Source: an optimization exercise on an open RTL-to-GDS flow (aim: small area and a short achievable clock period). Production flows keep margins and buffers that such runs may drop. The flow treats the clock pin as an ideal source, which a real chip does not have.

==> job 1384 <==
// fir_32nd
module fir_32nd (
    input clk,
    input reset,
    input signed [15:0] data_in,
    output reg signed [15:0] filtered_output
);
  reg [15:0] x0;
  reg [15:0] x1;
  reg [15:0] x2;
  reg [15:0] x3;
  reg [15:0] x4;
  reg [15:0] x5;
  reg [15:0] x6;
  reg [15:0] x7;
  reg [15:0] x8;
  reg [15:0] x9;
  reg [15:0] x10;
  reg [15:0] x11;
  reg [15:0] x12;
  reg [15:0] x13;
  reg [15:0] x14;
  reg [15:0] x15;
  reg [15:0] x16;
  reg [15:0] x17;
  reg [15:0] x18;
  reg [15:0] x19;
  reg [15:0] x20;
  reg [16:0] p5;
  reg [16:0] p6;
  reg [16:0] p7;
  reg [16:0] p8;
  reg [16:0] p9;
  reg [16:0] p10;
  reg [16:0] p11;
  reg [16:0] p12;
  reg [16:0] p13;
  reg [16:0] p14;
  reg [16:0] p15;
  reg [17:0] G6;
  reg [17:0] G7;
  reg [17:0] G8;
  reg [17:0] G14;
  reg [17:0] G15;
  reg [27:0] R0a;
  reg [26:0] R0b;
  reg [30:0] R1a;
  reg [29:0] R1b;
  reg [30:0] R2a;
  reg [30:0] R2b;
  reg [0:0] v1_;
  reg [0:0] v2_;
  wire s0, c0;
  fir_ha us0 (x1[1], x14[3], s0, c0);
  wire s1, c1;
  fir_fa us1 (x1[2], x14[4], x15[11], s1, c1);
  wire s2, c2;
  fir_fa us2 (x1[3], x14[5], x15[12], s2, c2);
  wire s3, c3;
  fir_fa us3 (x1[4], x14[6], x15[13], s3, c3);
  wire s4, c4;
  ...
export LEC_CHECK = 0
export CAP_MARGIN = 20
export CORE_MARGIN = 2
export CORE_UTILIZATION = 45
export CTS_CLUSTER_DIAMETER = 120
export CTS_CLUSTER_SIZE = 40
export SLEW_MARGIN = 20
export SYNTH_HIERARCHICAL = 1
create_clock -name core_clock -period 15.0 [get_ports {clk}]
standard.sh (not shown) runs the stock make flow with config.mk's settings and CLKGATE_MAP_FILE= SYNTH_SCRIPT=/design/flow/synth_recipe.tcl, a recipe that flattens the netlist after the stock synthesis.
==> flow/flow/run.sh <==
#!/bin/bash
# Own flow: the standard synthesis, then the standard ORFS steps with
# buf_4 port buffers, no delay cells in buffering, a fanout limit that
# turns the reset net into a buffer tree, and a larger setup margin so
# timing repair works on the paths that set the achieved period.
set -e
H=$PWD/flow/hook.tcl
bash standard.sh synth > synth.log 2>&1
bash standard.sh SETUP_SLACK_MARGIN=11 BUFFER_PORTS_ARGS="-buffer_cell sky130_fd_sc_hd__buf_4" \
  PRE_GLOBAL_PLACE_TCL=$H PRE_RESIZE_TCL=$H PRE_CTS_TCL=$H PRE_GLOBAL_ROUTE_TCL=$H finish > layout.log 2>&1
==> flow/flow/hook.tcl <==
# Keep delay cells out of buffering and sizing; split high-fanout nets (the reset net).
set_dont_use [get_lib_cells {sky130_fd_sc_hd__clkdlybuf4s* sky130_fd_sc_hd__dlygate4sd* sky130_fd_sc_hd__dlymetal6s*}]
set_max_fanout 16 [current_design]
==> inputs of job 8752, as changes to job 1384 <==
- CTS_CLUSTER_DIAMETER: 120 -> default
- CTS_CLUSTER_SIZE: 40 -> default
==> results.json <==
{
  "run_status": "no timing/DRC/antenna violations",
  "final_core_utilization": 0.501,
  "finClkSkew_ns": 0.0429,
  "clkLatencyLatePin_ns": 0.68,
  "finalNonFillerCells": 4333,
  "global_route.usage.met2": 0.382,
  "grt_antenna_before_repair": 3,
  "seq_area_sq_mm": 0.0189,
  "first_global_vias": 26602,
  "seqAreaFraction": 0.396
}
-- figures above: job 1384

==> results.json <==
{
  "final_core_utilization": 0.514,
  "run_status": "no timing/DRC/antenna violations",
  "grt_antenna_before_repair": 1,
  "global_route.usage.met2": 0.376,
  "finClkSkew_ns": 0.0310,
  "first_global_vias": 26902,
  "seqAreaFraction": 0.386,
  "seq_area_sq_mm": 0.0189,
  "finalNonFillerCells": 4384,
  "inverters": 381,
  "fillCellCount": 7951,
  "clkLatencyLatePin_ns": 0.66
}
-- figures above: job 8752

Function was not checked in any run of this note: the RTL went through the layout flow alone.

========
==> inputs of trial 49 <==
Another version of the RTL of fir_32nd (not shown whole).
Design fir_32nd, start of the top module:
module fir_32nd (
    input clk,
    input reset,
    input signed [15:0] data_in,
    output reg signed [15:0] filtered_output
);
==> flow/config.mk <==
export PLATFORM = sky130hd
export DESIGN_NAME = fir_32nd
export DESIGN_NICKNAME = fir_32nd
export VERILOG_FILES = /design/flow/design.v
export SDC_FILE = /design/flow/constraint.sdc
export NUM_CORES = 4
export LEC_CHECK = 0
export CAP_MARGIN = 20
export CORE_MARGIN = 2
export CORE_UTILIZATION = 60
export CTS_CLUSTER_DIAMETER = 120
export CTS_CLUSTER_SIZE = 16
export SLEW_MARGIN = 20
export SYNTH_HIERARCHICAL = 1
export TNS_END_PERCENT = 5
==> flow/constraint.sdc <==
create_clock -name core_clock -period 15.0 [get_ports {clk}]
set_input_delay 3.0000 -clock core_clock [delete_from_list [all_inputs] [get_ports {clk}]]
set_output_delay 3.0000 -clock core_clock [all_outputs]
set_load 0.01 [all_outputs]
==> flow/flow/run.sh <==
#!/bin/bash
# Own flow: the standard synthesis, then the standard ORFS steps with
# buf_4 port buffers, no delay cells in buffering, the reset net rebuilt
# as a balanced buffer tree after placement (flow/reset_tree.tcl), and a
# larger setup margin so timing repair works on the paths that set the
# achieved period.
set -e
H=$PWD/flow/hook.tcl
bash standard.sh synth > synth.log 2>&1
bash standard.sh SETUP_SLACK_MARGIN=11 BUFFER_PORTS_ARGS="-buffer_cell sky130_fd_sc_hd__buf_4" \
  PRE_GLOBAL_PLACE_TCL=$H PRE_RESIZE_TCL=$H POST_RESIZE_TCL=$PWD/flow/reset_tree.tcl PRE_CTS_TCL=$H PRE_GLOBAL_ROUTE_TCL=$H finish > layout.log 2>&1
==> flow/flow/hook.tcl <==
# Keep delay cells out of buffering and sizing.
set_dont_use [get_lib_cells {sky130_fd_sc_hd__clkdlybuf4s* sky130_fd_sc_hd__dlygate4sd* sky130_fd_sc_hd__dlymetal6s*}]
==> flow/flow/reset_tree.tcl <==
# Rebuild the asynchronous reset net as a balanced two-level buffer tree.
# The reset port's buffer drives the inverter that makes the active-low
# RESET_B/SET_B signal; every buffer below that inverter is removed and
# the flip-flops are re-clustered by recursive bisection of their
# locations: leaf buffers drive up to LEAF pins, mid buffers drive up to
# MID leaf buffers, and the inverter drives the mid buffers.
# (This file is sourced from inside a proc: keep state in ::rt.)
namespace eval rt {}
set ::rt::LEAF 20
set ::rt::MID 8
set ::rt::block [ord::get_db_block]
set ::rt::db [ord::get_db]

proc is_async_pin {it} {
  set n [[$it getMTerm] getName]
  return [expr {$n eq "RESET_B" || $n eq "SET_B"}]
}
proc is_buf {inst} {
  set m [[$inst getMaster] getName]
  return [expr {[string match "sky130_fd_sc_hd__buf_*" $m] || [string match "sky130_fd_sc_hd__clkbuf_*" $m]}]
}
proc out_iterm {inst} {
  foreach it [$inst getITerms] {
    if {[$it isOutputSignal]} { return $it }
  }
  return ""
}

# root: the net driven by the inverter fed from the reset port's buffer
set rport [$::rt::block findBTerm reset]
set pnet [$rport getNet]
set root ""
set inv ""
foreach it [$pnet getITerms] {
  set b [$it getInst]
  set bo [out_iterm $b]
  if {$bo eq ""} continue
  foreach it2 [[$bo getNet] getITerms] {
    if {[$it2 isInputSignal]} {
      set m [[[$it2 getInst] getMaster] getName]
      if {[string match "*inv*" $m]} { set inv [$it2 getInst]; set root [[out_iterm $inv] getNet] }
    }
  }
}
if {$root eq ""} { puts "reset_tree: root not found"; return }

# collect sinks and the buffers between the root and the sinks
set ::rt::sinks {}
set ::rt::bufs {}
set ::rt::nets {}
proc ::rt::walk {net} {
  foreach it [$net getITerms] {
    if {![$it isInputSignal]} continue
    set inst [$it getInst]
    if {[is_async_pin $it]} {
      lappend ::rt::sinks $it
    } elseif {[is_buf $inst]} {
      lappend ::rt::bufs $inst
      set o [[out_iterm $inst] getNet]
      lappend ::rt::nets $o
      ::rt::walk $o
    } else {
      puts "reset_tree: unexpected load [$inst getName]/[[$it getMTerm] getName]"
    }
  }
}
::rt::walk $root
set sinks $::rt::sinks
puts "reset_tree: [llength $sinks] sinks, removing [llength $::rt::bufs] buffers"
if {[llength $sinks] == 0} { return }
foreach it $sinks { $it disconnect }
foreach b $::rt::bufs { odb::dbInst_destroy $b }
foreach n $::rt::nets { odb::dbNet_destroy $n }

proc loc {it} {
  set bb [[$it getInst] getBBox]
  return [list [expr {([$bb xMin] + [$bb xMax]) / 2}] [expr {([$bb yMin] + [$bb yMax]) / 2}]]
}
# recursive bisection of {x y payload} items into groups of at most n
proc bisect {items n} {
  if {[llength $items] <= $n} { return [list $items] }
  set xs [lsort -integer [lmap i $items {lindex $i 0}]]
  set ys [lsort -integer [lmap i $items {lindex $i 1}]]
  set k [expr {([lindex $xs end] - [lindex $xs 0]) >= ([lindex $ys end] - [lindex $ys 0]) ? 0 : 1}]
  set s [lsort -integer -index $k $items]
  set h [expr {[llength $s] / 2}]
  return [concat [bisect [lrange $s 0 [expr {$h - 1}]] $n] [bisect [lrange $s $h end] $n]]
}
proc centroid {grp} {
  set sx 0; set sy 0
  foreach i $grp { incr sx [lindex $i 0]; incr sy [lindex $i 1] }
  set c [llength $grp]
  return [list [expr {$sx / $c}] [expr {$sy / $c}]]
}
set ::rt::cnt 0
proc add_buf {master xy innet} {
  set name "rsttree_$::rt::cnt"
  incr ::rt::cnt
  set inst [odb::dbInst_create $::rt::block [$::rt::db findMaster $master] $name]
  $inst setLocation [lindex $xy 0] [lindex $xy 1]
  $inst setPlacementStatus PLACED
  set net [odb::dbNet_create $::rt::block "${name}_o"]
  [$inst findITerm A] connect $innet
  [$inst findITerm X] connect $net
  return [list $inst $net]
}

set items [lmap it $sinks {concat [loc $it] [list $it]}]
set leaves {}
foreach grp [bisect $items $::rt::LEAF] {
  set xy [centroid $grp]
  lassign [add_buf sky130_fd_sc_hd__buf_4 $xy $root] inst net
  foreach i $grp { [lindex $i 2] connect $net }
  lappend leaves [concat $xy [list $inst]]
}
foreach grp [bisect $leaves $::rt::MID] {
  set xy [centroid $grp]
  lassign [add_buf sky130_fd_sc_hd__buf_8 $xy $root] inst net
  foreach i $grp {
    set a [[lindex $i 2] findITerm A]
    $a disconnect
    $a connect $net
  }
}
$inv swapMaster [$::rt::db findMaster sky130_fd_sc_hd__inv_8]
puts "reset_tree: built [llength $leaves] leaf buffers, $::rt::cnt buffers in all"
==> build 9: changes against trial 49 <==
--- a/flow/flow/reset_tree.tcl
+++ b/flow/flow/reset_tree.tcl
@@ -5,10 +5,8 @@
 # locations: leaf buffers drive up to LEAF pins, mid buffers drive up to
 # MID leaf buffers, and the inverter drives the mid buffers.
-# (This file is sourced from inside a proc: keep state in ::rt.)
-namespace eval rt {}
-set ::rt::LEAF 20
-set ::rt::MID 8
-set ::rt::block [ord::get_db_block]
-set ::rt::db [ord::get_db]
+set LEAF 20
+set MID 8
+set block [ord::get_db_block]
+set db [ord::get_db]
 
 proc is_async_pin {it} {
@@ -28,5 +26,5 @@
 
 # root: the net driven by the inverter fed from the reset port's buffer
-set rport [$::rt::block findBTerm reset]
+set rport [$block findBTerm reset]
 set pnet [$rport getNet]
 set root ""
@@ -46,18 +44,19 @@
 
 # collect sinks and the buffers between the root and the sinks
-set ::rt::sinks {}
-set ::rt::bufs {}
-set ::rt::nets {}
-proc ::rt::walk {net} {
+set sinks {}
+set bufs {}
+set nets {}
+proc walk {net} {
+  global sinks bufs nets
   foreach it [$net getITerms] {
     if {![$it isInputSignal]} continue
     set inst [$it getInst]
     if {[is_async_pin $it]} {
-      lappend ::rt::sinks $it
+      lappend sinks $it
     } elseif {[is_buf $inst]} {
-      lappend ::rt::bufs $inst
+      lappend bufs $inst
       set o [[out_iterm $inst] getNet]
-      lappend ::rt::nets $o
-      ::rt::walk $o
+      lappend nets $o
+      walk $o
     } else {
       puts "reset_tree: unexpected load [$inst getName]/[[$it getMTerm] getName]"
@@ -65,11 +64,9 @@
   }
 }
-::rt::walk $root
-set sinks $::rt::sinks
-puts "reset_tree: [llength $sinks] sinks, removing [llength $::rt::bufs] buffers"
-if {[llength $sinks] == 0} { return }
+walk $root
+puts "reset_tree: [llength $sinks] sinks, removing [llength $bufs] buffers"
 foreach it $sinks { $it disconnect }
-foreach b $::rt::bufs { odb::dbInst_destroy $b }
-foreach n $::rt::nets { odb::dbNet_destroy $n }
+foreach b $bufs { odb::dbInst_destroy $b }
+foreach n $nets { odb::dbNet_destroy $n }
 
 proc loc {it} {
@@ -93,12 +90,13 @@
   return [list [expr {$sx / $c}] [expr {$sy / $c}]]
 }
-set ::rt::cnt 0
+set cnt 0
 proc add_buf {master xy innet} {
-  set name "rsttree_$::rt::cnt"
-  incr ::rt::cnt
-  set inst [odb::dbInst_create $::rt::block [$::rt::db findMaster $master] $name]
+  global block db cnt
+  set name "rsttree_$cnt"
+  incr cnt
+  set inst [odb::dbInst_create $block [$db findMaster $master] $name]
   $inst setLocation [lindex $xy 0] [lindex $xy 1]
   $inst setPlacementStatus PLACED
-  set net [odb::dbNet_create $::rt::block "${name}_o"]
+  set net [odb::dbNet_create $block "${name}_o"]
   [$inst findITerm A] connect $innet
   [$inst findITerm X] connect $net
@@ -108,5 +106,5 @@
 set items [lmap it $sinks {concat [loc $it] [list $it]}]
 set leaves {}
-foreach grp [bisect $items $::rt::LEAF] {
+foreach grp [bisect $items $LEAF] {
   set xy [centroid $grp]
   lassign [add_buf sky130_fd_sc_hd__buf_4 $xy $root] inst net
@@ -114,5 +112,5 @@
   lappend leaves [concat $xy [list $inst]]
 }
-foreach grp [bisect $leaves $::rt::MID] {
+foreach grp [bisect $leaves $MID] {
   set xy [centroid $grp]
   lassign [add_buf sky130_fd_sc_hd__buf_8 $xy $root] inst net
@@ -123,4 +121,4 @@
   }
 }
-$inv swapMaster [$::rt::db findMaster sky130_fd_sc_hd__inv_8]
-puts "reset_tree: built [llength $leaves] leaf buffers, $::rt::cnt buffers in all"
+$inv swapMaster [$db findMaster sky130_fd_sc_hd__inv_8]
+puts "reset_tree: built [llength $leaves] leaf buffers, $cnt buffers in all"
--- a/flow/config.mk
+++ b/flow/config.mk
@@ -10,5 +10,5 @@
 export CORE_UTILIZATION = 60
 export CTS_CLUSTER_DIAMETER = 120
-export CTS_CLUSTER_SIZE = 16
+export CTS_CLUSTER_SIZE = 40
 export SLEW_MARGIN = 20
 export SYNTH_HIERARCHICAL = 1
==> trial 51: changes against trial 49 <==
==> flow/flow/run.sh (replaced) <==
#!/bin/bash
# Own flow: the standard synthesis, then the standard ORFS steps with
# buf_4 port buffers, no delay cells in buffering, a fanout limit that
# turns the reset net into a buffer tree, and a larger setup margin so
# timing repair works on the paths that set the achieved period, and
# clock tree options for a shallower (lower-latency) balanced tree.
set -e
H=$PWD/flow/hook.tcl
bash standard.sh synth > synth.log 2>&1
bash standard.sh SETUP_SLACK_MARGIN=11 BUFFER_PORTS_ARGS="-buffer_cell sky130_fd_sc_hd__buf_4" \
  PRE_GLOBAL_PLACE_TCL=$H PRE_RESIZE_TCL=$H PRE_CTS_TCL=$H PRE_GLOBAL_ROUTE_TCL=$H CTS_ARGS="-sink_clustering_enable -repair_clock_nets -sink_clustering_size 30 -sink_clustering_max_diameter 100 -dont_use_dummy_load" finish > layout.log 2>&1
==> flow/flow/hook.tcl (replaced) <==
# Keep delay cells out of buffering and sizing; split high-fanout nets (the reset net).
set_dont_use [get_lib_cells {sky130_fd_sc_hd__clkdlybuf4s* sky130_fd_sc_hd__dlygate4sd* sky130_fd_sc_hd__dlymetal6s*}]
set_max_fanout 16 [current_design]
--- a/flow/config.mk
+++ b/flow/config.mk
@@ -9,6 +9,4 @@
 export CORE_MARGIN = 2
 export CORE_UTILIZATION = 60
-export CTS_CLUSTER_DIAMETER = 120
-export CTS_CLUSTER_SIZE = 16
 export SLEW_MARGIN = 20
 export SYNTH_HIERARCHICAL = 1
removed: flow/flow/reset_tree.tcl
==> flow_summary.ini <==
[run_status]
tool.error = Error: resize.tcl, 39 divide by zero
status = stopped before the end
stop_stage = 3_4_place_resized

[place]
gp_congestion = 0.930

[logic_synthesis]
synth-compound-area-share_pct = 4.07
synth_seq_cells = 794
syn_inst = 2654
yosysUniqueCellTypes = 57
synthTopCellsByArea = fa_1 (38%), dfrtp_1 (35%), dfxtp_1 (8.3%)
synthSimpleGateAreaFrac_pct = 2.13
syn_area_um2 = 42500
yosys-mux-area-fraction_pct = 0.0941
synth_ff_type = dfrtp_1
syn-num-nets = 3695
That was build 9.
==> flow_summary.ini <==
[run_status]
status = complete, no violations

[logic_synthesis]
ys_warn_count = 7
yosys-mux-area-fraction_pct = 0.0941
syn_inst = 2654
yosysUniqueCellTypes = 57
syn_area_um2 = 42500
synth-compound-area-share_pct = 4.07
synthSimpleGateAreaFrac_pct = 2.13
synth_ff_type = dfrtp_1
syn-num-nets = 3695

[die]
fp.coreArea_um2 = 70100

[timing]
fmax_ghz = 0.241

[place]
gp_congestion = 0.930
That was trial 49.
==> flow_summary.ini <==
[logic_synthesis]
syn_area_um2 = 42500
yosysUniqueCellTypes = 57
synth_seq_cells = 794
syn_inst = 2654
synth_xor_area_share_pct = 2.00
synthSimpleGateAreaFrac_pct = 2.13
synthTopCellsByArea = fa_1 (38%), dfrtp_1 (35%), dfxtp_1 (8.3%)
synth-compound-area-share_pct = 4.07
syn-num-nets = 3695
synth_ff_type = dfrtp_1

[die]
dieHeight_um = 270
io_pins = 34

[timing]
period_minus_slack_ns = 4.17

[job]
drv_cap = 0

[run_status]
status = complete, no violations
That was trial 51.
Function was not checked in any run of this note: the RTL went through the layout flow alone.

separate check: timing with driven ports:
How much do the figures lean on ideal ports? The routed layouts below were timed once more, with nothing changed but the port constraints. Step 1: set_driving_cell puts a clkbuf_16 on clk and a buf_2 on each other input, an assumption about the parent block. Step 2, shift: input delay + t, output delay - t, t = (earliest + latest rising clock arrival at the registers) / 2. This alone moves slack from input paths to output paths. a / b / c = no drivers / after step 1 / after step 2; a / b = the first two.
run	t, ns	setup slack, ns	worst setup path after step 2	latest minus earliest clock arrival (ns)
job 1384	0.724	10.770 / 10.704 / 10.477	input, reset recovery	0.043 / 0.043
job 8752	0.710	10.795 / 10.729 / 10.512	input, reset recovery	0.032 / 0.033
trial 49	0.704	10.855 / 10.787 / 10.969	register to register	0.038 / 0.039
trial 51	0.679	10.830 / 10.764 / 10.194	input, reset recovery	0.059 / 0.058
After both steps setup and hold are still met in every run listed. The setup slack of trial 51, which loses most, moves by -0.066 ns with the drivers and by -0.636 ns with both steps. The worst setup slack also covers recovery checks on asynchronous resets.
